What follows belongs to an exercise in optimizing a design on an open flow for small area and a short achievable clock period; a production flow would make more cautious choices. RTL that was checked went through simulation tests only; none was proved equivalent to the original. For runs 2 to 6, only the layout was checked, not whether the RTL still works.

**design.v**
```verilog
`timescale 1ns / 1ps
module full_adder(
    input a,
    input b,
    input cin,
    output s,
    output cout
    );
	 wire ab;
	 wire bc;
	 wire ca;
	 wire axb;
	 xor T0(axb, a, b);
	 xor T1(s, axb, cin);
	 and T2(ab, a, b);
	 and T3(bc, b, cin);
	 and T4(ca, cin, a);
	 or T5(cout, ab, bc, ca);
endmodule
`timescale 1ns / 1ps
module multibit_adder(
    input [7:0] a,
    input [7:0] b,
    output [7:0] out
    );
	 wire [7:0] cin;
	 full_adder T1(a[0], b[0], 1'b0, out[0], cin[0]);
	 full_adder T2(a[1], b[1], cin[0], out[1], cin[1]);
	 full_adder T3(a[2], b[2], cin[1], out[2], cin[2]);
	 full_adder T4(a[3], b[3], cin[2], out[3], cin[3]);
	 full_adder T5(a[4], b[4], cin[3], out[4], cin[4]);
	 full_adder T6(a[5], b[5], cin[4], out[5], cin[5]);
	 full_adder T7(a[6], b[6], cin[5], out[6], cin[6]);
	 full_adder T8(a[7], b[7], cin[6], out[7], cin[7]);
endmodule
`timescale 1ns / 1ps
module ALU(
    input [7:0] a,
    input [7:0] b,
    input m,
    output [7:0] out
    );
	 wire [7:0] add;
	 multibit_adder T1(a, b, add);
	 assign out = add;
endmodule
`timescale 1ns / 1ps
module BCDto7(
    input [3:0] BCD,
    output reg[6:0] seg
    );
	always@(BCD) begin
		case(BCD)
			4'd0: seg = 7'b0111111;
			4'd1: seg = 7'b0000110;
			4'd2: seg = 7'b1011011;
			4'd3: seg = 7'b1001111;
			4'd4: seg = 7'b1100110;
			4'd5: seg = 7'b1101101;
			4'd6: seg = 7'b1111101;
			4'd7: seg = 7'b0000111;
			4'd8: seg = 7'b1111111;
			4'd9: seg = 7'b1101111;
			4'd10: seg = 7'b1110111;
			4'd11: seg = 7'b1011110;
			4'd12: seg = 7'b0111001;
			4'd13: seg = 7'b1001110;
			4'd14: seg = 7'b1111001;
			4'd15: seg = 7'b1110001;
			default: seg = 7'd0;
		endcase
	end
endmodule
`timescale 1ns / 1ps
module Control(
    input [1:0] op,
    output reg Branch,
    output reg MemtoReg,
    output reg MemRead,
    output reg MemWrite,
    output reg ALUOp,
    output reg ALUSrc,
    output reg RegWrite,
    output reg RegDst
    );
	 always @* begin
		if(op == 2'b00) begin
			RegDst = 1'b1;
			RegWrite = 1'b1;
			ALUSrc = 1'b0;
			Branch = 1'b0;
			MemRead = 1'b0;
			MemWrite = 1'b0;
			MemtoReg = 1'b0;
			ALUOp = 1'b1;
		end
		else if(op == 2'b01) begin
			RegDst = 1'b0;
			RegWrite = 1'b1;
			ALUSrc = 1'b1;
			Branch = 1'b0;
			MemRead = 1'b1;
			MemWrite = 1'b0;
			MemtoReg = 1'b1;
			ALUOp = 1'b0;
		end
		else if(op == 2'b10) begin
			RegDst = 1'b1;
			RegWrite = 1'b0;
			ALUSrc = 1'b1;
			Branch = 1'b0;
			MemRead = 1'b0;
			MemWrite = 1'b1;
			MemtoReg = 1'b0;
			ALUOp = 1'b0;
		end
		else begin
			RegDst = 1'b1;
			RegWrite = 1'b0;
			ALUSrc = 1'b0;
			Branch = 1'b1;
			MemRead = 1'b0;
			MemWrite = 1'b0;
			MemtoReg = 1'b0;
			ALUOp = 1'b0;
		end
	 end
endmodule
`timescale 1ns / 1ps
module DataMemory(
    input [7:0] Address,
    input [7:0] WriteData,
    input MemRead,
    input MemWrite,
	 input reset,
	 input clk,
    output [7:0] ReadData,
	 output led
    );
	 assign led = reset;
	 reg [7:0] data [31:0];
	always @(posedge reset or posedge clk) begin
		if(reset==1) begin
			data[0] = 8'd0;
			data[1] = 8'd1;
			data[2] = 8'd2;
			data[3] = 8'd3;
			data[4] = 8'd4;
			data[5] = 8'd5;
			data[6] = 8'd6;
			data[7] = 8'd7;
			data[8] = 8'd8;
			data[9] = 8'd9;
			data[10] = 8'd10;
			data[11] = 8'd11;
			data[12] = 8'd12;
			data[13] = 8'd13;
			data[14] = 8'd14;
			data[15] = 8'd15;
			data[16] = 8'd0;
			data[17] = 8'b11111111;
			data[18] = 8'b11111110;
			data[19] = 8'b11111101;
			data[20] = 8'b11111100;
			data[21] = 8'b11111011;
			data[22] = 8'b11111010;
			data[23] = 8'b11111001;
			data[24] = 8'b11111000;
			data[25] = 8'b11110111;
			data[26] = 8'b11110110;
			data[27] = 8'b11110101;
			data[28] = 8'b11110100;
			data[29] = 8'b11110011;
			data[30] = 8'b11110010;
			data[31] = 8'b11110001;
		end
		else if(MemWrite==1) begin
			data[Address[4:0]] = WriteData;
		end
	end
	assign ReadData = data[Address[4:0]];
endmodule
`timescale 1ns / 1ps
module Mux(
    input [7:0] a,
    input [7:0] b,
    input s,
    output [7:0] out
    );
	 assign out = (s==1'b0) ? a : b;
endmodule
`timescale 1ns / 1ps
module Mux2(
    input[1:0] a,
    input[1:0] b,
    input s,
    output[1:0] out
    );
	 assign out = (s==1'b0) ? a : b;
endmodule
`timescale 1ns / 1ps
module PC(
	 input[7:0] in,
    input clk,
	 input reset,
    output reg [7:0] out
    );
	 always @(posedge clk, posedge reset) begin
		if(reset) begin
			out <= 8'd0;
		end else begin
			out <= in;
		end
	 end
endmodule
`timescale 1ns / 1ps
module Register(
    input [1:0] ReadReg1,
    input [1:0] ReadReg2,
    input [1:0] WriteReg,
    input [7:0] WriteData,
	 input RegWrite,
	 input clk,
	 input reset,
    output [7:0] ReadData1,
    output [7:0] ReadData2,
    output [3:0] BCD_ten,
    output [3:0] BCD_one
    );
	 reg [7:0] register [3:0];
	 assign BCD_ten = WriteData[7:4];
	 assign BCD_one = WriteData[3:0];
	 assign ReadData1[7:0] = register[ReadReg1];
	 assign ReadData2[7:0] = register[ReadReg2];
	 always @(posedge clk, posedge reset) begin
	   if(reset) begin
			register[0] = 8'd0;
			register[1] = 8'd0;
			register[2] = 8'd0;
			register[3] = 8'd0;
		end else begin
		if(RegWrite==1'b1) begin
			register[WriteReg] = WriteData;
		end	
		end
	 end
endmodule
`timescale 1ns / 1ps
module SignExtend(
    input [1:0] in,
    output [7:0] extended
    );
	 assign extended = {in[1], in[1], in[1], in[1], in[1], in[1], in[1], in[0]};
endmodule
`timescale 1ns / 1ps
module Main(
    input clk,
    input [7:0] instruction,
	 input reset,
    output [7:0] ReadAddress,
	 output [6:0] seg_ten,
	 output [6:0] seg_one,
	 output led
    );
	 wire Branch;
	 wire MemtoReg;
	 wire MemRead;
	 wire MemWrite;
	 wire ALUOp;
	 wire ALUSrc;
	 wire RegWrite;
	 wire RegDst;
	 wire[7:0] extended;
	 wire[1:0] WriteReg;
	 wire[7:0] RegWriteData;
	 wire[7:0] ReadData1;
	 wire[7:0] ReadData2;
	 wire[3:0] BCD_ten;
	 wire[3:0] BCD_one;
	 wire[7:0] ALUin;
	 wire[7:0] Address;
	 wire[7:0] ReadDataMem;
	 wire[7:0] PC_in;
	 wire[7:0] PC_out;
	 wire[7:0] nextPC;
	 wire[7:0] AddtoMux;
	 assign ReadAddress = PC_out;
	 Control T1(instruction[7:6], Branch, MemtoReg, MemRead, MemWrite, ALUOp, ALUSrc, RegWrite, RegDst);
	 SignExtend T2(instruction[1:0], extended);
	 Mux2 T3(instruction[3:2], instruction[1:0], RegDst, WriteReg);
	 Register T4(instruction[5:4], instruction[3:2], WriteReg, RegWriteData, RegWrite, clk, reset, ReadData1, ReadData2, BCD_ten, BCD_one);
	 Mux T5(ReadData2, extended, ALUSrc, ALUin);
	 ALU T6(ReadData1, ALUin, ALUOp, Address);
	 DataMemory T7(Address, ReadData2, MemRead, MemWrite, reset, clk, ReadDataMem, led);
	 Mux T8(Address, ReadDataMem, MemtoReg, RegWriteData);
	 PC T9(PC_in, clk, reset, PC_out);
	 multibit_adder T10(PC_out, 8'd1, nextPC);
	 multibit_adder T11(nextPC, extended, AddtoMux);
	 Mux T12(nextPC, AddtoMux, Branch, PC_in);
	 BCDto7 T13(BCD_ten, seg_ten);
	 BCDto7 T14(BCD_one, seg_one);
endmodule
```
**run.sh**
```bash
#!/bin/bash
# synth_recipe.tcl (not shown) runs the flow's synth.tcl, then flattens the netlist and writes it again
# the make line also repeats each setting of config.mk as NAME=value (left out here)
make -C /OpenROAD-flow-scripts/flow DESIGN_CONFIG=/design/flow/config.mk WORK_HOME=/design/flow/orfs CLKGATE_MAP_FILE= SYNTH_SCRIPT=/design/flow/synth_recipe.tcl finish
```
**config.mk**
```make
export PLATFORM = sky130hd
export DESIGN_NAME = Main
export DESIGN_NICKNAME = Main
export VERILOG_FILES = /design/flow/design.v
export SDC_FILE = /design/flow/constraint.sdc
export NUM_CORES = 4
export LEC_CHECK = 0
export CAP_MARGIN = 20
export CORE_MARGIN = 2
export CORE_UTILIZATION = 40
export SLEW_MARGIN = 20
```
**constraint.sdc**
```tcl
create_clock -name core_clock -period 9.0 [get_ports {clk}]
set_input_delay 1.8000 -clock core_clock [delete_from_list [all_inputs] [get_ports {clk}]]
set_output_delay 1.8000 -clock core_clock [all_outputs]
set_load 0.01 [all_outputs]
```
==> results of run 1 <==
-- layout make-up --
cell class	count	share of cell area (%)
Clock buffer	51	5.36
Tap cell	511	3.44
Multi-Input combinational cell	970	39.1
Clock inverter	9	0.679
Timing Repair Buffer	227	10.1
Inverter	35	0.726
Sequential cell	296	40.6
-- Yosys cell counts (all sizes together), types with 6 or more instances --
| cell | instances |
|---|---|
| nand2 | 186 |
| dfrtp | 172 |
| mux2 | 171 |
| o21ai | 156 |
| dfstp | 124 |
| clkbuf | 54 |
| nor2 | 54 |
| buf | 52 |
| mux2i | 43 |
| inv | 35 |
| nand3 | 35 |
| a22oi | 26 |
| ha | 25 |
| a21oi | 20 |
| and3 | 18 |
| a32oi | 16 |
| nor3 | 16 |
| a31oi | 12 |
| fa | 12 |
| o21a | 12 |
| nand4 | 11 |
| nor3b | 11 |
| nor2b | 10 |
| mux4 | 9 |
| a22o | 8 |
| nand3b | 8 |
| nor4 | 8 |
| o22ai | 8 |
| and3b | 7 |
| nand2b | 7 |
| and2 | 6 |
-- state kept, by name (all words and copies together) (netlist names) --
register and count:
T4.register 32, T9.out 8, T7.data 256
-- per-layer routing --
layer | track usage, % | vias to the layer above | wire, microns
met5 | 0 | - | 0
met4 | 11.6 | 0 | 2220
met3 | 5.01 | 126 | 3890
met2 | 41.5 | 522 | 23500
met1 | 38.1 | 6220 | 23000
li1 | - | 5379 | -
-- worst max path at each step --
stage	endpoint	cells after the start	slack (ps)	from
2_1_floorplan	seg_ten[3]	26	40	instruction[3]
4_1_cts	seg_ten[3]	24	20	instruction[5]
3_3_place_gp	seg_one[6]	24	-970	instruction[6]
3_5_place_dp	seg_one[6]	24	-960	instruction[6]
6_report	seg_one[6]	26	230	instruction[6]
5_1_grt	seg_one[5]	28	8	instruction[7]
-- stage by stage --
stage          utilization (%)  instances  TNS, ps  hold slack [ps]
2_1_floorplan                -       1407        0              442
3_3_place_gp              45.6       2029   -10710              458
3_5_place_dp              45.7       2030   -10640              469
4_1_cts                   49.3       2099        0              481
5_1_grt                   49.4       2099        0              495
6_report                  49.4       2099        0              480
-- timing repair --
action                                  CTS  global route
gates resized for setup                  60            19
endpoints found under the setup margin   14            14
pin swaps                                13            10
buffers inserted                         10             0
-- logic make-up after synthesis --
kind of cell	Yosys count
simple gates	388
compound gates	316
flops	296
mux	223
buf+inv	141
fa+ha+maj	37
xor+xnor	6
-- tightest hold or removal path, delay by kind of cell, from the launching register on --
kind	cells	cell delay, ps
AND/OR/NAND/NOR	1	40
AO/OA/AOI/OAI	1	70
flip-flops	1	360
==> flow_summary.yaml, run 1 <==
synth:
  syn-num-nets: 1454
  synthArstFlopShare_pct: 100
  ys.flop_type: "dfrtp_1"
  synth_compound_area_share_pct: 13.5
  synth_fa_ha_area_share_pct: 3.62
  synth_top_family_by_area: "multiplexers"
  ys_seq_area_share_pct: 49.5
  synthTopCellsByArea: "dfrtp_1 28%, dfstp_2 21%, mux2_2 13%"
  synth-seq-cells: 296
  synth.avg_cell_area_sq_um: 10.9
  synth_top_area_cell: "dfrtp_1"
  synth_edf_count: 0
  ys_types: 76
  synth_mux_area_share_pct: 16.7
  postSynthCellCount: 1407
  synth_top_area_share_pct: 28.2
  ys_warn_count: 7
  synthXorXnorAreaFrac_pct: 0.344
  synth-simple-area-share_pct: 12.0
  synthesis.area_sq_um: 15300
sta:
  fin_crit_ps: 8770
  max_freq_ghz: 0.114
  fin_skew_ps: 33.2
  worst_slack_ps: 233
  finalCritPeriodShare_pct: 97.4
  hold_violations: 0
  rsz0062_at_grt: "false"
  maxSlewViolCount: 0
  setup_violations: 0
  worst_pin_slew_ps: 1160
  max-slew-margin-rel_pct: 22.1
global_route:
  grt_max_degree: 175
  grt_pass1_wl_microns: 79300
  track_usage_pct: 27.3
  overflow: 0
  grt_pass1_vias: 12209
  antenna_found_initial: 2
placed_design:
  port_buffers: 32
  dpl.hpwl_microns: 36900
  detailed_place.area_sq_um: 17200
  dpl_worst_slack_ps: -965
  globalplace.congestion: 0.974
detailed_routing:
  ant_nets: 0
  finalWirelength_microns: 52600
  routedWlPerCell_microns: 25.1
  drt_iter0_drc: 1202
  vias: 12247
  vias_per_cell: 5.83
  drc_errors: 0
  drtPass1Iterations: 6
clock_tree:
  cts_root_buffer: "clkbuf_16"
  holdBufCountCts: 0
  clkLatencyLatePin_ps: 550
  cts.sinks: 296
  cts_tree: "done"
  clkTransAtPathRegs_ps: 50
  htreeDepth: 2
  cts_buffers: 34
  cts_buffer_depth: 3
die:
  io_pins: 33
  die_w_microns: 199
  start_util_pct: 40.6
  core_area_sq_um: 37700
  die_h_microns: 199
  die_area_sq_um: 39800
  rows: 71
layout:
  fillCellCount: 3450
  layout-drive-gt1-share_pct: 38.2
  fin_area_sq_um: 18600
  multi_input_area_sq_um: 7270
  fin_nets: 1611
  final_cell_mix: "185 x nand2_1, 181 x buf_4, 172 x dfrtp_1"
  ff_latch_area_sq_um: 7560
  diodes: 0
  synthToLayoutAreaGrowth_pct: 21.8
  layout_commonest_cell: "nand2_1"
job:
  maxCapViolations: 0
worst_setup_path:
  worstSetupEndpointType: "output pin"
  crit_type: "primary input to output pin"
  start_kind: "primary input"
  r2r_end: "T4.register[0][2]"
  crit_required_ps: 7200
  r2r_start: "T4.register[2][0]"
  crit_fanout: 10
  crit_family: "adder cells"
  cpPeakStageDelay_ps: 580
  worstRegToRegCells: 23
  reg2reg_slack_ps: 3840
  critPathSlowestCell: "fa_2"
  critPathArrivalTime_ps: 6970
  critPathBufInv: 10
  crit_path_frequent_cell: "fa_2"
min_path:
  hold_path_depth: 2
  hold_end: "T7.data[18][1]"
  worstHoldStart: "T7.data[18][1]"
  hold_class: "flop to flop"
status:
  outcome: "no timing/DRC/antenna violations"
==> run 2: changes to the inputs <==
==> design.v (replaced) <==
`timescale 1ns / 1ps
module Main(
    input clk,
    input [7:0] instruction,
    input reset,
    output [7:0] ReadAddress,
    output [6:0] seg_ten,
    output [6:0] seg_one,
    output led
    );
  wire [1:0] op = instruction[7:6];
  wire [1:0] rs = instruction[5:4];
  wire [1:0] rt = instruction[3:2];
  wire [1:0] x  = instruction[1:0];
  wire [7:0] imm = {{7{x[1]}}, x[0]};
  wire is_add  = (op == 2'b00);
  wire is_lw   = (op == 2'b01);
  wire is_sw   = (op == 2'b10);
  wire is_jump = (op == 2'b11);
  reg [7:0] R [0:3];
  wire [7:0] A = R[rs];
  wire [7:0] B = R[rt];
  wire [7:0] sum  = A + ((is_lw | is_sw) ? imm : B);
  wire [4:0] addr = sum[4:0];
  reg [7:0] M [0:31];
  wire [7:0] rd = M[addr];
  wire [7:0] W = is_lw ? rd : sum;
  integer i;
  always @(posedge clk or posedge reset) begin
    if (reset) begin
      for (i = 0; i < 4; i = i + 1) R[i] <= 8'd0;
    end else if (is_add) begin
      R[x] <= W;
    end else if (is_lw) begin
      R[rt] <= W;
    end
  end
  always @(posedge clk or posedge reset) begin
    if (reset) begin
      for (i = 0; i < 32; i = i + 1) M[i] <= (i <= 16) ? (i % 16) : (272 - i);
    end else if (is_sw) begin
      M[addr] <= B;
    end
  end
  reg [7:0] PC;
  always @(posedge clk or posedge reset) begin
    if (reset) PC <= 8'd0;
    else PC <= PC + 8'd1 + (is_jump ? imm : 8'd0);
  end
  assign ReadAddress = PC;
  assign led = reset;
  function [6:0] seg7(input [3:0] v);
    case (v)
      4'h0: seg7 = 7'b0111111;
      4'h1: seg7 = 7'b0000110;
      4'h2: seg7 = 7'b1011011;
      4'h3: seg7 = 7'b1001111;
      4'h4: seg7 = 7'b1100110;
      4'h5: seg7 = 7'b1101101;
      4'h6: seg7 = 7'b1111101;
      4'h7: seg7 = 7'b0000111;
      4'h8: seg7 = 7'b1111111;
      4'h9: seg7 = 7'b1101111;
      4'hA: seg7 = 7'b1110111;
      4'hB: seg7 = 7'b1011110;
      4'hC: seg7 = 7'b0111001;
      4'hD: seg7 = 7'b1001110;
      4'hE: seg7 = 7'b1111001;
      default: seg7 = 7'b1110001;
    endcase
  endfunction
  assign seg_ten = seg7(W[7:4]);
  assign seg_one = seg7(W[3:0]);
endmodule
==> run 2 against run 1 <==
Against the previous run: still clean on timing, DRC and antenna; cell count decreased by 0.38%; worst setup slack got worse by 37 ps; sequential share of layout area increased by 0.92 points; synthesized area decreased by 1.4%; hold slack got worse by 0.99 ps; critical path depth decreased by 4; fmax decreased by 0.42%; flip-flop and latch count unchanged; critical endpoint unchanged; highest routed layer unchanged.
==> flow_summary.yaml, run 2 <==
status:
  outcome: "no timing/DRC/antenna violations"
sta:
  max_freq_ghz: 0.114
  setup_violations: 0
  fin_skew_ps: 14.9
  max-slew-margin-rel_pct: 19.9
  fin_crit_ps: 8800
  finalCritPeriodShare_pct: 97.8
  rsz0062_at_grt: "true"
  hold_violations: 0
  holdWs_ps: 479
  maxSlewViolCount: 0
  worst_pin_slew_ps: 1200
synth:
  synthTopCellsByCount: "248 x nand2_1, 196 x o21ai_0, 172 x dfrtp_1, 152 x mux2_2, 124 x dfstp_2"
  synthesis.area_sq_um: 15100
  synth_most_common_cell: "nand2_1"
  synthArstFlopShare_pct: 100
  synth-seq-cells: 296
  postSynthCellCount: 1442
  synth_top_area_share_pct: 28.6
  ys.flop_type: "dfrtp_1"
  synthTopCellsByArea: "dfrtp_1 29%, dfstp_2 22%, mux2_2 11%"
  ys_seq_area_share_pct: 50.2
  ys_types: 75
  synth_edf_count: 0
  ys_warn_count: 3
  synth.avg_cell_area_sq_um: 10.4
  syn-num-nets: 1486
  synth_top_area_cell: "dfrtp_1"
worst_setup_path:
  crit_fanout: 13
  worstSetupEndpointType: "output pin"
  crit_required_ps: 7200
  r2r_start: "R[0][0]"
  reg2reg_slack_ps: 4610
  cp_cell_sequence: "clkdlybuf4s50_1, buf_4, buf_6, mux2_2, o21ai_1, o21ai_0, ha_2, nor2_1, a21oi_4, xnor2_4, buf_4, buf_12, nor2_1, a22o_1, a2111oi_1, a31oi_1, buf_4, ha_1, mux2_2, nand2_1, o31a_1, clkdlybuf4s50_1"
  critPathArrivalTime_ps: 7000
  crit_type: "primary input to output pin"
  critPathSlowestCell: "clkdlybuf4s50_1"
  worstRegToRegCells: 21
  crit_path_frequent_cell: "buf_4"
  start_kind: "primary input"
  r2r_end: "R[2][4]"
  cpPeakStageDelay_ps: 530
global_route:
  grt_pass1_vias: 12105
  track_usage_pct: 26.0
  overflow: 0
  grt_pass1_wl_microns: 76200
  antenna_found_initial: 1
  grt_max_degree: 173
layout:
  utilization_pct: 48.7
  fillCellCount: 3425
  largest_reg_flops: 256
  synthToLayoutAreaGrowth_pct: 20.8
  final_cell_mix: "248 x nand2_1, 188 x o21ai_0, 172 x dfrtp_1"
  fin_area_sq_um: 18200
  stdcell_count: 2091
  layout-drive-gt1-share_pct: 33.6
  layout_commonest_cell: "nand2_1"
  fin_nets: 1597
placed_design:
  port_buffers: 32
  detailed_place.area_sq_um: 16800
  dp_cells: 2016
  dpl.hpwl_microns: 34800
  globalplace.congestion: 0.934
detailed_routing:
  vias_per_cell: 5.73
  drtPass1Iterations: 7
  ant_nets: 0
  vias: 11972
  drt_iter0_drc: 1038
  finalWirelength_microns: 49500
  routedWlPerCell_microns: 23.7
  drc_errors: 0
die:
  die_h_microns: 198
  rows: 71
  core_area_sq_um: 37400
  start_util_pct: 40.3
  io_pins: 33
  die_w_microns: 198
  die_area_sq_um: 39200
job:
  maxCapViolations: 0
min_path:
  hold_end: "M[25][2]"
  hold_path_depth: 2
  hold_class: "flop to flop"
  worstHoldStart: "M[25][2]"
clock_tree:
  htreeDepth: 2
  cts_buffer_depth: 3
  cts_tree: "done"
  cts_buffers: 35
  clkTransAtPathRegs_ps: 60
  cts.sinks: 296
  holdBufCountCts: 0
  clkLatencyLatePin_ps: 530
  cts_root_buffer: "clkbuf_16"
-- run 2: layout make-up --
class	count	area (sq um)	share of cell area [%]
sequential	296	7560	41.5
clock buffer	49	1030	5.66
timing repair buffer	182	1570	8.63
clock inverter	14	180	0.990
inverter	21	86.3	0.474
multi-input combinational	1017	7130	39.2
antenna	1	2.50	0.0137
tap	511	639	3.51
-- run 2: kinds of logic after synthesis --
family / synth area share (%)
adder cells (fa/ha/maj): 2.92
XOR/XNOR: 1.25
buffers and inverters: 3.54
AO/OA/AOI/OAI: 14.8
flip-flops: 50.2
multiplexers: 16.4
AND/OR/NAND/NOR: 10.9
-- run 2: how the worst max path moves through the flow --
stage                 end      startpoint  cells past startpoint  slack, ps
2_1_floorplan  seg_one[4]  instruction[2]                     23        550
3_3_place_gp   seg_ten[0]  instruction[6]                     22        -30
3_5_place_dp   seg_ten[5]  instruction[2]                     22        -60
4_1_cts        seg_one[5]  instruction[6]                     20        0.1
5_1_grt        seg_ten[3]  instruction[2]                     24        -60
6_report       seg_one[6]  instruction[2]                     22        200
-- run 2: through the flow --
step	setup TNS (ps)	setup slack, ps
floorplan	0	546
global placement	-31.1	-31.1
detailed placement	-117	-56.4
CTS	0	0.0959
global route	-125	-61.4
finish	0	197
-- run 2: timing repair --
action,CTS,global route
gates resized for setup,0,34
pin swaps,2,5
buffers inserted,5,6
setup endpoints to repair,5,14
-- run 2: worst max-delay path, delay by kind of cell --
kind / cells / cell delay, ps
compound gates: 7 / 1520
xor+xnor: 1 / 190
fa+ha+maj: 2 / 650
buf+inv: 7 / 1970
mux: 2 / 630
simple gates: 3 / 220
-- run 2: layer usage --
metal,vias to the layer above,wire [microns],global-route usage (%)
met5,-,0,0
met3,127,3610,4.34
met1,6014,21200,35.6
met2,482,22600,40.8
met4,0,2160,11.1
li1,5349,-,-
==> run 3: changes to the inputs <==
--- a/design.v
+++ b/design.v
@@ -20,25 +20,62 @@
   reg [7:0] R [0:3];
-  wire [7:0] A = R[rs];
-  wire [7:0] B = R[rt];
-  wire [7:0] sum  = A + ((is_lw | is_sw) ? imm : B);
-  wire [4:0] addr = sum[4:0];
+  reg [3:0] RV;                  
+  wire [3:0] selA, selB;
+  genvar j;
+  generate
+    for (j = 0; j < 4; j = j + 1) begin : rsel
+      assign selA[j] = (rs == j) & RV[j];
+      assign selB[j] = (rt == j) & RV[j];
+    end
+  endgenerate
+  wire [7:0] A = ({8{selA[0]}} & R[0]) | ({8{selA[1]}} & R[1]) |
+                 ({8{selA[2]}} & R[2]) | ({8{selA[3]}} & R[3]);
+  wire [7:0] B = ({8{selB[0]}} & R[0]) | ({8{selB[1]}} & R[1]) |
+                 ({8{selB[2]}} & R[2]) | ({8{selB[3]}} & R[3]);
+  wire [7:0] sum_ab = A + B;      
+  wire [7:0] sum_ai = A + imm;    
+  wire [4:0] addr = sum_ai[4:0];
   reg [7:0] M [0:31];
-  wire [7:0] rd = M[addr];
-  wire [7:0] W = is_lw ? rd : sum;
-  integer i;
+  reg [31:0] MV;                 
+  wire [31:0] dec;
+  genvar i;
+  generate
+    for (i = 0; i < 32; i = i + 1) begin : mdec
+      assign dec[i] = (addr == i);
+    end
+  endgenerate
+  wire [31:0] msel = dec & MV;
+  reg [7:0] rdm;
+  integer k;
+  always @* begin
+    rdm = 8'd0;
+    for (k = 0; k < 32; k = k + 1)
+      rdm = rdm | ({8{msel[k]}} & M[k]);
+  end
+  wire written = |msel;
+  wire [7:0] init = {{4{addr[4] & (addr[3:0] != 4'd0)}},
+                     addr[4] ? (4'd0 - addr[3:0]) : addr[3:0]};
+  wire [7:0] rd = rdm | ({8{~written}} & init);
+  wire [7:0] W = is_lw ? rd : (is_sw ? sum_ai : sum_ab);
+  wire [3:0] rwe;
+  generate
+    for (j = 0; j < 4; j = j + 1) begin : rw
+      assign rwe[j] = (is_add & (x == j)) | (is_lw & (rt == j));
+      always @(posedge clk)
+        if (rwe[j]) R[j] <= W;
+    end
+  endgenerate
   always @(posedge clk or posedge reset) begin
-    if (reset) begin
-      for (i = 0; i < 4; i = i + 1) R[i] <= 8'd0;
-    end else if (is_add) begin
-      R[x] <= W;
-    end else if (is_lw) begin
-      R[rt] <= W;
+    if (reset) RV <= 4'd0;
+    else RV <= RV | rwe;
+  end
+  wire [31:0] mwe = {32{is_sw}} & dec;
+  generate
+    for (i = 0; i < 32; i = i + 1) begin : mw
+      always @(posedge clk)
+        if (mwe[i]) M[i] <= B;
     end
-  end
+  endgenerate
   always @(posedge clk or posedge reset) begin
-    if (reset) begin
-      for (i = 0; i < 32; i = i + 1) M[i] <= (i <= 16) ? (i % 16) : (272 - i);
-    end else if (is_sw) begin
-      M[addr] <= B;
-    end
+    if (reset) MV <= 32'd0;
+    else MV <= MV | mwe;
   end
==> run 3 against run 2 <==
Against the previous run: critical endpoint is now seg_one[3]; highest routed layer is now met5; synthesized area up 0.24%; fmax increased by 0.60%; cell count fell by 11%.
==> flow_summary.yaml, run 3 <==
placed_design:
  dpl.hpwl_microns: 33000
  dp_cells: 1789
  detailed_place.area_sq_um: 17100
  globalplace.congestion: 1.03
  port_buffers: 32
worst_setup_path:
  crit_start: "instruction[4]"
  worstRegToRegCells: 18
  crit_path_frequent_cell: "inv_1"
  crit_type: "primary input to output pin"
  start_kind: "primary input"
  critPathBufInv: 6
  critPathArrivalTime_ps: 6950
  worstSetupEndpointType: "output pin"
  r2r_start: "RV[1]"
  crit_fanout: 7
  crit_required_ps: 7200
  crit_family: "adder cells"
  path_depth: 21
  cp_cell_sequence: "clkdlybuf4s50_1, and3b_1, a22oi_1, o21ai_1, ha_2, fa_2, inv_1, ha_2, buf_4, and2_1, nor4_2, o21ai_2, o311ai_1, and4_4, and2_0, a211o_1, inv_1, ha_1, inv_1, mux4_2, dlygate4sd2_1"
  critPathSlowestCell: "fa_2"
  cpPeakStageDelay_ps: 650
sta:
  fin_crit_ps: 8750
  holdWs_ps: 455
  max-slew-margin-rel_pct: 22.9
  max_freq_ghz: 0.114
  rsz0062_at_grt: "false"
  worst_pin_slew_ps: 1150
  hold_violations: 0
  setup_violations: 0
  maxSlewViolCount: 0
  fin_skew_ps: 15.8
  finalCritPeriodShare_pct: 97.2
synth:
  postSynthCellCount: 1139
  synth_top_area_cell: "edfxtp_1"
  synth-seq-cells: 332
  synthTopCellsByCount: "288 x edfxtp_1, 70 x nand2_1, 65 x nor2_1, 55 x a22oi_1, 45 x clkbuf_1"
  ys_seq_area_share_pct: 64.5
  synth_most_common_cell: "edfxtp_1"
  ys_types: 83
  synth.avg_cell_area_sq_um: 13.3
  syn-num-nets: 1187
  ys_warn_count: 3
  synthesis.area_sq_um: 15100
  ys.flop_type: "edfxtp_1"
  synth_edf_count: 288
  synth_top_area_share_pct: 57.3
  synthTopCellsByArea: "edfxtp_1 57%, dfrtp_1 7.3%, ha_1 2.9%"
  synthArstFlopShare_pct: 13.3
status:
  outcome: "no timing/DRC/antenna violations"
layout:
  fin_nets: 1367
  utilization_pct: 49.5
  largest_reg_flops: 256
  layout-drive-gt1-share_pct: 24.7
  stdcell_count: 1857
  synthToLayoutAreaGrowth_pct: 22.5
  diodes: 0
  layout_commonest_cell: "edfxtp_1"
  final_cell_mix: "288 x edfxtp_1, 176 x buf_4, 70 x nand2_1"
  fin_area_sq_um: 18500
clock_tree:
  cts_tree: "done"
  clkTransAtPathRegs_ps: 50
  clkLatencyLatePin_ps: 540
  htreeDepth: 2
  cts_buffer_depth: 3
  cts_root_buffer: "clkbuf_16"
  cts_buffers: 36
  cts.sinks: 332
job:
  maxCapViolations: 0
global_route:
  track_usage_pct: 24.6
  antenna_found_initial: 1
  grt_pass1_wl_microns: 70400
  grt_max_degree: 45
  grt_pass1_vias: 10780
  overflow: 0
die:
  die_h_microns: 198
  io_pins: 33
  die_w_microns: 198
  rows: 71
  die_area_sq_um: 39300
  start_util_pct: 40.4
  core_area_sq_um: 37400
detailed_routing:
  ant_nets: 0
  drt_iter0_drc: 1399
  vias: 11013
  vias_per_cell: 5.93
  routedWlPerCell_microns: 25.8
  drc_errors: 0
  finalWirelength_microns: 47900
  drtPass1Iterations: 6
min_path:
  hold_class: "flop to flop"
  worstHoldStart: "MV[14]"
  hold_path_depth: 1
run 3: cell types whose count changed after synthesis, sizes merged, moves of 34 or more:
cell	previous run	this run
dfrtp	172	44
o21ai	196	23
edfxtp	0	288
and2	2	40
a22oi	21	55
dfstp	124	0
nand2	248	71
mux2	152	4
or2	2	42
mux2i	53	5
run 3: final cells by class:
class	instances	area (sq um)
tap	511	639
fill	3216	18900
timing repair buffer	210	1690
clock buffer	49	1020
inverter	29	110
clock inverter	16	149
sequential	332	9750
multi-input combinational	710	5140
run 3: worst paths after layout:
path,slack (ps),end
setup / recovery,250,seg_one[3]
hold / removal,460,MV[14]
setup reg to reg,4190,R[2][3]
hold reg to reg,460,MV[14]
max in group asynchronous,6670,MV[14]
min in group asynchronous,1810,PC[2]
run 3: per-stage QoR:
stage	worst slack, ps	setup TNS (ps)
5_1_grt	7.34	0
3_5_place_dp	-463	-4830
6_report	249	0
4_1_cts	8.97	0
3_3_place_gp	-437	-4490
2_1_floorplan	676	0
run 3: cells by family after synthesis:
kind of cell    Yosys count  synth area share (%)
flops                   332                  64.5
buf+inv                  97                  2.68
mux                      10                 0.779
fa+ha+maj                38                  3.30
xor+xnor                 24                  1.44
compound gates          298                  15.5
simple gates            340                  11.8
run 3: metal layers:
layer	GRT usage (%)	routed length, microns	up-vias
li1	-	-	4809
met1	34.6	20300	5478
met2	36.3	21100	586
met3	5.28	4280	138
met4	12.0	2190	2
met5	0	9	-
run 3: what timing repair did:
item                       4_1_cts  5_1_grt
setup endpoints to repair       14       14
pin swaps                       12       12
hold buffers                     0        0
resized for setup               28       34
buffers inserted                 0        3
==> run 4: changes to the inputs <==
--- a/config.mk
+++ b/config.mk
@@ -10,2 +10,3 @@
 export CORE_UTILIZATION = 40
+export GPL_TIMING_DRIVEN = 0
 export SLEW_MARGIN = 20
==> run 4 against run 3 <==
Against the previous run: still clean on timing, DRC and antenna; fmax is essentially flat; global-route usage shrank 0.77 points; cell area shrank 1.6%; critical path type unchanged.
==> flow_summary.yaml, run 4 <==
sta:
  rsz0062_at_grt: "false"
  hold_violations: 0
  max-slew-margin-rel_pct: 15.3
  fin_crit_ps: 8760
  setup_violations: 0
  maxSlewViolCount: 0
  max_freq_ghz: 0.114
  finalCritPeriodShare_pct: 97.3
  fin_skew_ps: 11.6
  worst_pin_slew_ps: 1270
clock_tree:
  clkLatencyLatePin_ps: 530
  cts_tree: "done"
  cts_root_buffer: "clkbuf_16"
  clkTransAtPathRegs_ps: 60
  cts_buffer_depth: 3
  cts_buffers: 38
  holdBufCountCts: 0
  cts.sinks: 332
  htreeDepth: 2
global_route:
  overflow: 0
  antenna_found_initial: 0
  track_usage_pct: 23.9
  grt_pass1_wl_microns: 68000
  grt_max_degree: 34
  grt_pass1_vias: 10185
synth:
  synth_top_area_share_pct: 57.3
  ys.flop_type: "edfxtp_1"
  synth_most_common_cell: "edfxtp_1"
  synthTopCellsByCount: "288 x edfxtp_1, 70 x nand2_1, 65 x nor2_1, 55 x a22oi_1, 45 x clkbuf_1"
  ys_seq_area_share_pct: 64.5
  postSynthCellCount: 1139
  synth-seq-cells: 332
  synth_top_area_cell: "edfxtp_1"
  synthArstFlopShare_pct: 13.3
  synth_edf_count: 288
  syn-num-nets: 1187
  synth.avg_cell_area_sq_um: 13.3
  ys_warn_count: 3
  ys_types: 83
  synthTopCellsByArea: "edfxtp_1 57%, dfrtp_1 7.3%, ha_1 2.9%"
  synthesis.area_sq_um: 15100
layout:
  diodes: 0
  final_cell_mix: "288 x edfxtp_1, 62 x nand2_1, 59 x nor2_1"
  fin_nets: 1259
  layout-drive-gt1-share_pct: 21.9
  synthToLayoutAreaGrowth_pct: 20.5
  largest_reg_flops: 256
  utilization_pct: 48.7
  stdcell_count: 1752
  layout_commonest_cell: "edfxtp_1"
worst_setup_path:
  critPathSlowestCell: "ha_1"
  cp_cell_sequence: "clkbuf_1, and3_2, a22o_1, a221o_1, ha_1, o21ai_1, or2_0, clkbuf_2, nand2_1, clkbuf_4, buf_4, nand3_1, a32oi_2, a31oi_1, a211o_4, inv_1, ha_2, inv_1, mux4_2, dlygate4sd2_1"
  crit_type: "primary input to output pin"
  critPathArrivalTime_ps: 6960
  crit_path_frequent_cell: "inv_1"
  worstSetupEndpointType: "output pin"
  crit_fanout: 10
  start_kind: "primary input"
  reg2reg_slack_ps: 4220
  cpPeakStageDelay_ps: 440
  crit_required_ps: 7200
status:
  outcome: "no timing/DRC/antenna violations"
placed_design:
  dpl.hpwl_microns: 31200
  port_buffers: 31
  globalplace.congestion: 0.939
  dp_cells: 1688
detailed_routing:
  drtPass1Iterations: 6
  ant_nets: 0
  drt_iter0_drc: 1301
  finalWirelength_microns: 46400
  vias_per_cell: 6.00
  vias: 10510
  routedWlPerCell_microns: 26.5
  drc_errors: 0
die:
  die_h_microns: 198
  die_w_microns: 198
  die_area_sq_um: 39300
  core_area_sq_um: 37400
  start_util_pct: 40.4
  io_pins: 33
  rows: 71
min_path:
  hold_class: "flop to flop"
job:
  maxCapViolations: 0
==> run 4: cell families (layout without fill, tap and decap cells) <==
| group | count (synthesis) | in the layout | share of synthesized area, % |
|---|---|---|---|
| AO/OA/AOI/OAI | 298 | 298 | 15.5 |
| multiplexers | 10 | 10 | 0.779 |
| adder cells (fa/ha/maj) | 38 | 38 | 3.30 |
| buffers and inverters | 97 | 199 | 2.68 |
| flip-flops | 332 | 332 | 64.5 |
| AND/OR/NAND/NOR | 340 | 340 | 11.8 |
| XOR/XNOR | 24 | 24 | 1.44 |
==> run 4: repair_timing <==
item	4_1_cts	5_1_grt
resized for setup	146	20
setup buffers	19	2
setup endpoints to repair	14	14
pin swaps	26	8
==> run 4: through the flow <==
| step | area (sq um) | hold WS [ps] | worst slack, ps | setup TNS, ps |
|---|---|---|---|---|
| after floorplan | 15100 | 430 | 676 | 0 |
| after global placement | 16100 | 441 | -2210 | -28300 |
| after detailed placement | 16200 | 443 | -2190 | -28600 |
| after CTS | 18100 | 459 | -22.0 | -39.5 |
| after global routing | 18200 | 463 | 15.0 | 0 |
| final | 18200 | 455 | 245 | 0 |
==> run 4: area by class of cell <==
cell class | count | area (sq um)
flip-flops and latches | 332 | 9750
fillers | 3234 | 19200
well taps | 511 | 639
inverters | 29 | 113
clock inverters | 19 | 220
repair buffers | 60 | 657
plain buffers | 40 | 280
multi-input cells | 710 | 5490
clock buffers | 51 | 1060
==> run 4: worst paths after layout <==
| kind | cells past startpoint | endpoint | startpoint |
|---|---|---|---|
| max | 20 | seg_one[3] | instruction[4] |
| min | 1 | MV[14] | MV[14] |
| max reg2reg | 15 | MV[23] | RV[0] |
| min reg2reg | 1 | MV[14] | MV[14] |
| max in group asynchronous | 3 | MV[13] | reset |
| min in group asynchronous | 2 | MV[26] | reset |
==> run 4: critical path: cells and delay by family <==
| kind | cells | cell delay (ps) |
|---|---|---|
| compound gates | 6 | 1560 |
| buf+inv | 7 | 1460 |
| simple gates | 4 | 1030 |
| mux | 1 | 430 |
| fa+ha+maj | 2 | 650 |
==> run 4: per-layer routing <==
layer	up-vias	track usage [%]	wire length, microns
met3	106	4.79	3890
met2	495	37.6	21400
met4	0	8.33	1620
met1	5301	32.9	19500
met5	-	0	0
li1	4608	-	-
==> run 5: changes to the inputs <==
--- a/config.mk
+++ b/config.mk
@@ -10,3 +10,3 @@
 export CORE_UTILIZATION = 40
-export GPL_TIMING_DRIVEN = 0
+export SETUP_SLACK_MARGIN = 3.0
 export SLEW_MARGIN = 20
==> run 5 against run 4 <==
Against the previous run: critical endpoint unchanged; count of clock-buffer cells in the layout up 6; synthesized area unchanged; via count up 4.5%.
==> flow_summary.yaml, run 5 <==
clock_tree:
  cts_buffer_depth: 3
  cts_root_buffer: "clkbuf_16"
  cts_buffers: 37
  clkLatencyLatePin_ps: 550
  cts.sinks: 332
  htreeDepth: 2
  clkTransAtPathRegs_ps: 60
  cts_tree: "done"
layout:
  stdcell_count: 1863
  diodes: 0
  multi_input_area_sq_um: 5820
  synthToLayoutAreaGrowth_pct: 27.8
  fin_nets: 1372
  final_cell_mix: "288 x edfxtp_1, 145 x buf_4, 66 x nand2_1"
  ff_latch_area_sq_um: 9750
  fillCellCount: 3149
  fin_area_sq_um: 19300
  largest_reg_flops: 256
  layout-drive-gt1-share_pct: 32.8
  layout_commonest_cell: "edfxtp_1"
global_route:
  antenna_found_initial: 2
  grt_max_degree: 45
  grt_pass1_vias: 10897
  overflow: 0
  grt_pass1_wl_microns: 71200
  track_usage_pct: 24.8
sta:
  fin_skew_ps: 28.1
  maxSlewViolCount: 0
  worst_slack_ps: 960
  worst_pin_slew_ps: 1160
  max_freq_ghz: 0.124
  max-slew-margin-rel_pct: 22.7
  setup-tns-final_ps: 0
  rsz0062_at_grt: "true"
  setup_violations: 0
  finalCritPeriodShare_pct: 89.3
  fin_crit_ps: 8040
  hold_violations: 0
placed_design:
  dpl_worst_slack_ps: -52.0
  globalplace.congestion: 0.929
  dp_cells: 1758
  detailed_place.area_sq_um: 17200
  dpl.hpwl_microns: 32200
  port_buffers: 32
die:
  die_w_microns: 198
  die_area_sq_um: 39300
  rows: 71
  io_pins: 33
  start_util_pct: 40.4
  die_h_microns: 198
  core_area_sq_um: 37400
status:
  outcome: "no timing/DRC/antenna violations"
detailed_routing:
  vias_per_cell: 5.90
  ant_nets: 0
  drtPass1Iterations: 6
  vias: 10986
  routedWlPerCell_microns: 25.9
  drc_errors: 0
  finalWirelength_microns: 48200
  drt_iter0_drc: 1335
synth:
  ys_seq_area_share_pct: 64.5
  synth_edf_count: 288
  synthTopCellsByCount: "288 x edfxtp_1, 70 x nand2_1, 65 x nor2_1, 55 x a22oi_1, 45 x clkbuf_1"
  ys_types: 83
  synth_top_area_share_pct: 57.3
  ys_warn_count: 3
  postSynthCellCount: 1139
  synthTopCellsByArea: "edfxtp_1 57%, dfrtp_1 7.3%, ha_1 2.9%"
  synth-seq-cells: 332
  ys.flop_type: "edfxtp_1"
  synthesis.area_sq_um: 15100
  synth.avg_cell_area_sq_um: 13.3
  syn-num-nets: 1187
  synthArstFlopShare_pct: 13.3
  synth_most_common_cell: "edfxtp_1"
  synth_top_area_cell: "edfxtp_1"
worst_setup_path:
  crit_path_frequent_cell: "buf_6"
  crit_fanout: 5
  cp_cell_sequence: "buf_6, and3b_2, a22oi_2, o21ai_2, ha_2, fa_2, ha_4, buf_6, a222oi_1, mux2_4, a311oi_2, buf_4, o21ai_4, and4_4, and2_4, a211o_1, inv_2, ha_4, inv_1, mux4_2, buf_6"
  crit_type: "primary input to output pin"
  crit_required_ps: 7200
  cpPeakStageDelay_ps: 710
  start_kind: "primary input"
  worstSetupEndpointType: "output pin"
  critPathArrivalTime_ps: 6240
  critPathSlowestCell: "fa_2"
job:
  maxCapViolations: 0
min_path:
  hold_class: "flop to flop"
run 5: cell counts after synthesis:
No cell type changed its count.
run 5: worst paths after layout:
path / to / slack (ps) / start / cells after the start
max: seg_one[3] / 960 / instruction[4] / 21
min: MV[31] / 460 / MV[31] / 1
min in group asynchronous: MV[17] / 1820 / reset / 3
max in group asynchronous: MV[4] / 6660 / reset / 3
max reg2reg: R[3][3] / 4410 / RV[1] / 18
min reg2reg: MV[31] / 460 / MV[31] / 1
run 5: per-stage QoR:
stage	hold slack (ps)	utilization [%]
floorplan	430	-
global placement	441	46.0
detailed placement	445	46.0
CTS	460	50.6
global route	476	51.6
finish	460	51.6
run 5: kinds of logic after synthesis:
group                      after synthesis  share of synthesized area (%)
AOI/OAI and AO/OA                      298                           15.5
xor gates and xnor gates                24                           1.44
adders and majority gates               38                           3.30
buffers and inverters                   97                           2.68
DFF                                    332                           64.5
muxes                                   10                          0.779
and+or+nand+nor                        340                           11.8
run 5: critical path, delay by kind of cell:
kind            cells  cell delay (ps)
compound gates      6             1000
fa+ha+maj           4             1350
mux                 2              740
buf+inv             6              760
simple gates        3              580
run 5: area by class of cell:
class	instances	area share (%)
timing repair buffer	214	9.59
sequential	332	50.5
multi-input combinational	710	30.1
tap	511	3.31
inverter	29	0.616
clock inverter	10	0.421
clock buffer	57	5.40
run 5: per-layer routing:
layer  vias to the layer above  global-route usage [%]  part of all wire, %
met5                         -                       0                    0
met4                         0                    8.80                  3.6
met3                       100                    5.23                  9.2
met2                       526                    38.9                   46
met1                      5542                    34.2                   41
li1                       4818                       -                    -
run 5: what timing repair did:
| action | in CTS | in global routing |
|---|---|---|
| setup buffers | 28 | 10 |
| pin swaps | 46 | 36 |
| resized for setup | 173 | 59 |
| hold buffers | 0 | 0 |
| setup endpoints to repair | 30 | 14 |
==> run 6: changes to the inputs <==
--- a/config.mk
+++ b/config.mk
@@ -10,3 +10,4 @@
 export CORE_UTILIZATION = 40
-export SETUP_SLACK_MARGIN = 3.0
+export CTS_BUF_LIST = sky130_fd_sc_hd__clkbuf_4 sky130_fd_sc_hd__clkbuf_8
+export GPL_TIMING_DRIVEN = 0
 export SLEW_MARGIN = 20
==> run 6 against run 5 <==
Against the previous run: synthesized area did not move; flip-flop and latch count did not move; register-to-register slack got worse by 100 ps; count of clock-buffer cells in the layout rose by 30; largest cell class unchanged; highest routed layer unchanged.
==> flow_summary.yaml, run 6 <==
clock_tree:
  clkTransAtPathRegs_ps: 60
  cts_tree: "done"
  cts.sinks: 332
  cts_buffers: 55
  clkLatencyLatePin_ps: 660
  htreeDepth: 2
  cts_buffer_depth: 3
  holdBufCountCts: 0
  cts_root_buffer: "clkbuf_8"
detailed_routing:
  drt_iter0_drc: 1337
  drtPass1Iterations: 6
  finalWirelength_microns: 46800
  routedWlPerCell_microns: 26.2
  vias: 10667
  ant_nets: 0
  vias_per_cell: 5.98
  drc_errors: 0
worst_setup_path:
  cpPeakStageDelay_ps: 440
  crit_type: "primary input to output pin"
  worstSetupEndpointType: "output pin"
  crit_end: "seg_one[3]"
  start_kind: "primary input"
  r2r_end: "MV[23]"
  r2r_start: "RV[0]"
  worstRegToRegCells: 14
  crit_required_ps: 7200
  crit_path_frequent_cell: "inv_1"
  crit_start: "instruction[4]"
  critPathSlowestCell: "ha_1"
  critPathArrivalTime_ps: 6970
  crit_fanout: 10
  cp_cell_sequence: "clkbuf_1, and3_2, a22o_1, a221o_1, ha_1, o21ai_1, or2_0, clkbuf_2, nand2_1, clkbuf_4, buf_4, nand3_1, a32oi_2, a31oi_1, a211o_4, inv_1, ha_2, inv_1, mux4_2, dlygate4sd2_1"
  reg2reg_slack_ps: 4310
die:
  start_util_pct: 40.4
  die_w_microns: 198
  die_h_microns: 198
  die_area_sq_um: 39300
  io_pins: 33
  rows: 71
  core_area_sq_um: 37400
sta:
  fin_skew_ps: 32.2
  hold_violations: 0
  setup_violations: 0
  worst_pin_slew_ps: 1290
  finalCritPeriodShare_pct: 97.5
  rsz0062_at_grt: "false"
  max-slew-margin-rel_pct: 14.2
  max_freq_ghz: 0.114
  worst_slack_ps: 228
  setup-tns-final_ps: 0
  maxSlewViolCount: 0
  holdWs_ps: 455
  fin_crit_ps: 8770
global_route:
  grt_max_degree: 34
  track_usage_pct: 24.2
  grt_pass1_wl_microns: 68600
  grt_pass1_vias: 10343
  overflow: 0
  antenna_found_initial: 0
layout:
  final_cell_mix: "288 x edfxtp_1, 64 x clkbuf_8, 62 x nand2_1"
  largest_reg_flops: 256
  fillCellCount: 3258
  synthToLayoutAreaGrowth_pct: 19.7
  ff_latch_area_sq_um: 9750
  utilization_pct: 48.3
  layout_commonest_cell: "edfxtp_1"
  fin_nets: 1276
  multi_input_area_sq_um: 5500
  fin_area_sq_um: 18100
  stdcell_count: 1785
  layout-drive-gt1-share_pct: 24.7
synth:
  ys_warn_count: 3
  synth_edf_count: 288
  ys_seq_area_share_pct: 64.5
  synthesis.area_sq_um: 15100
  ys.flop_type: "edfxtp_1"
  synth_top_area_cell: "edfxtp_1"
  synthTopCellsByCount: "288 x edfxtp_1, 70 x nand2_1, 65 x nor2_1, 55 x a22oi_1, 45 x clkbuf_1"
  syn-num-nets: 1187
  ys_types: 83
  synth.avg_cell_area_sq_um: 13.3
  synthArstFlopShare_pct: 13.3
  synth-seq-cells: 332
  synth_top_area_share_pct: 57.3
  postSynthCellCount: 1139
  synthTopCellsByArea: "edfxtp_1 57%, dfrtp_1 7.3%, ha_1 2.9%"
  synth_most_common_cell: "edfxtp_1"
placed_design:
  dp_cells: 1688
  dpl.hpwl_microns: 31200
  port_buffers: 31
  detailed_place.area_sq_um: 16200
  globalplace.congestion: 0.939
  dpl_worst_slack_ps: -2190
job:
  maxCapViolations: 0
min_path:
  hold_class: "flop to flop"
  hold_path_depth: 1
status:
  outcome: "no timing/DRC/antenna violations"
## run 6: cell counts after synthesis
No cell type changed its count.
## run 6: worst min path at each step
stage           start  slack [ps]     end
2_1_floorplan  MV[10]         430  MV[10]
3_5_place_dp   MV[25]         440  MV[25]
6_report       MV[14]         460  MV[14]
4_1_cts        MV[10]         460  MV[10]
5_1_grt        MV[10]         460  MV[10]
3_3_place_gp    MV[3]         440   MV[3]
## run 6: kinds of logic (layout without fill, tap and decap cells)
family / Yosys count / after routing / synth area share, %
AO/OA/AOI/OAI: 298 / 298 / 15.5
XOR/XNOR: 24 / 24 / 1.44
adder cells (fa/ha/maj): 38 / 38 / 3.30
buffers and inverters: 97 / 231 / 2.68
flip-flops: 332 / 332 / 64.5
multiplexers: 10 / 10 / 0.779
other: 0 / 1 / 0
AND/OR/NAND/NOR: 340 / 340 / 11.8
## run 6: repair_timing
item                       CTS  global route
hold endpoints to repair     0             0
pin swaps                   28             8
resized for setup          143            21
setup endpoints to repair   14            14
buffers inserted            21             1
## run 6: per-layer routing
metal,global-route usage [%],vias up,share of wire (%)
met3,5.23,95,8.8
met1,33.1,5401,42
met2,37.4,534,46
met5,0,-,0
li1,-,4637,-
met4,9.91,0,3.6
## run 6: final cells by class
class	count	share of cell area, %
antenna	1	0.0138
buffer	40	1.55
clock buffer	87	5.76
clock inverter	15	0.664
inverter	29	0.623
multi-input combinational	710	30.4
sequential	332	53.9
tap	511	3.54
timing repair buffer	60	3.55
## run 6: worst max-delay path: cells and delay by family
family	cells	cell delay (ps)
muxes	1	430
AOI/OAI and AO/OA	6	1600
and+or+nand+nor	4	1020
buffers and inverters	7	1460
adders and majority gates	2	650

## afterwards: timing with drivers on the ports
No port has a modelled driver above. Below, the same layouts with a new extraction and two added sets of constraints. Step 1 assumes that a clkbuf_16 drives the clock port and a buf_2 every other input. Step 2 adds t to the input delays and takes it off the output delays; t is the mean of the earliest and latest rising clock arrival at the registers after step 1. Input paths then give back, and output paths get back, about the clock's delay inside the block. Three values: ideal, step 1, step 2; two values: the first two.
| run | t, ns | setup slack, ns | worst setup path after step 2 | worst register clock-pin slew, ns | worst slew at a driven data input, ns |
|---|---|---|---|---|---|
| run 1 | 0.587 | 0.233 / 0.214 / 0.214 | input to output | 0.06 / 0.06 | 0.04 |
| run 2 | 0.573 | 0.197 / 0.174 / 0.174 | input to output | 0.06 / 0.06 | 0.03 |
| run 3 | 0.584 | 0.249 / 0.227 / 0.227 | input to output | 0.06 / 0.06 | 0.05 |
| run 4 | 0.578 | 0.245 / 0.223 / 0.223 | input to output | 0.06 / 0.06 | 0.06 |
| run 5 | 0.585 | 0.960 / 0.927 / 0.927 | input to output | 0.06 / 0.06 | 0.04 |
| run 6 | 0.698 | 0.228 / 0.207 / 0.207 | input to output | 0.07 / 0.07 | 0.06 |
After both steps every run listed still meets setup and hold. For run 5, which loses most, drivers alone change the setup slack by -0.033 ns; drivers and shift together by -0.033 ns.
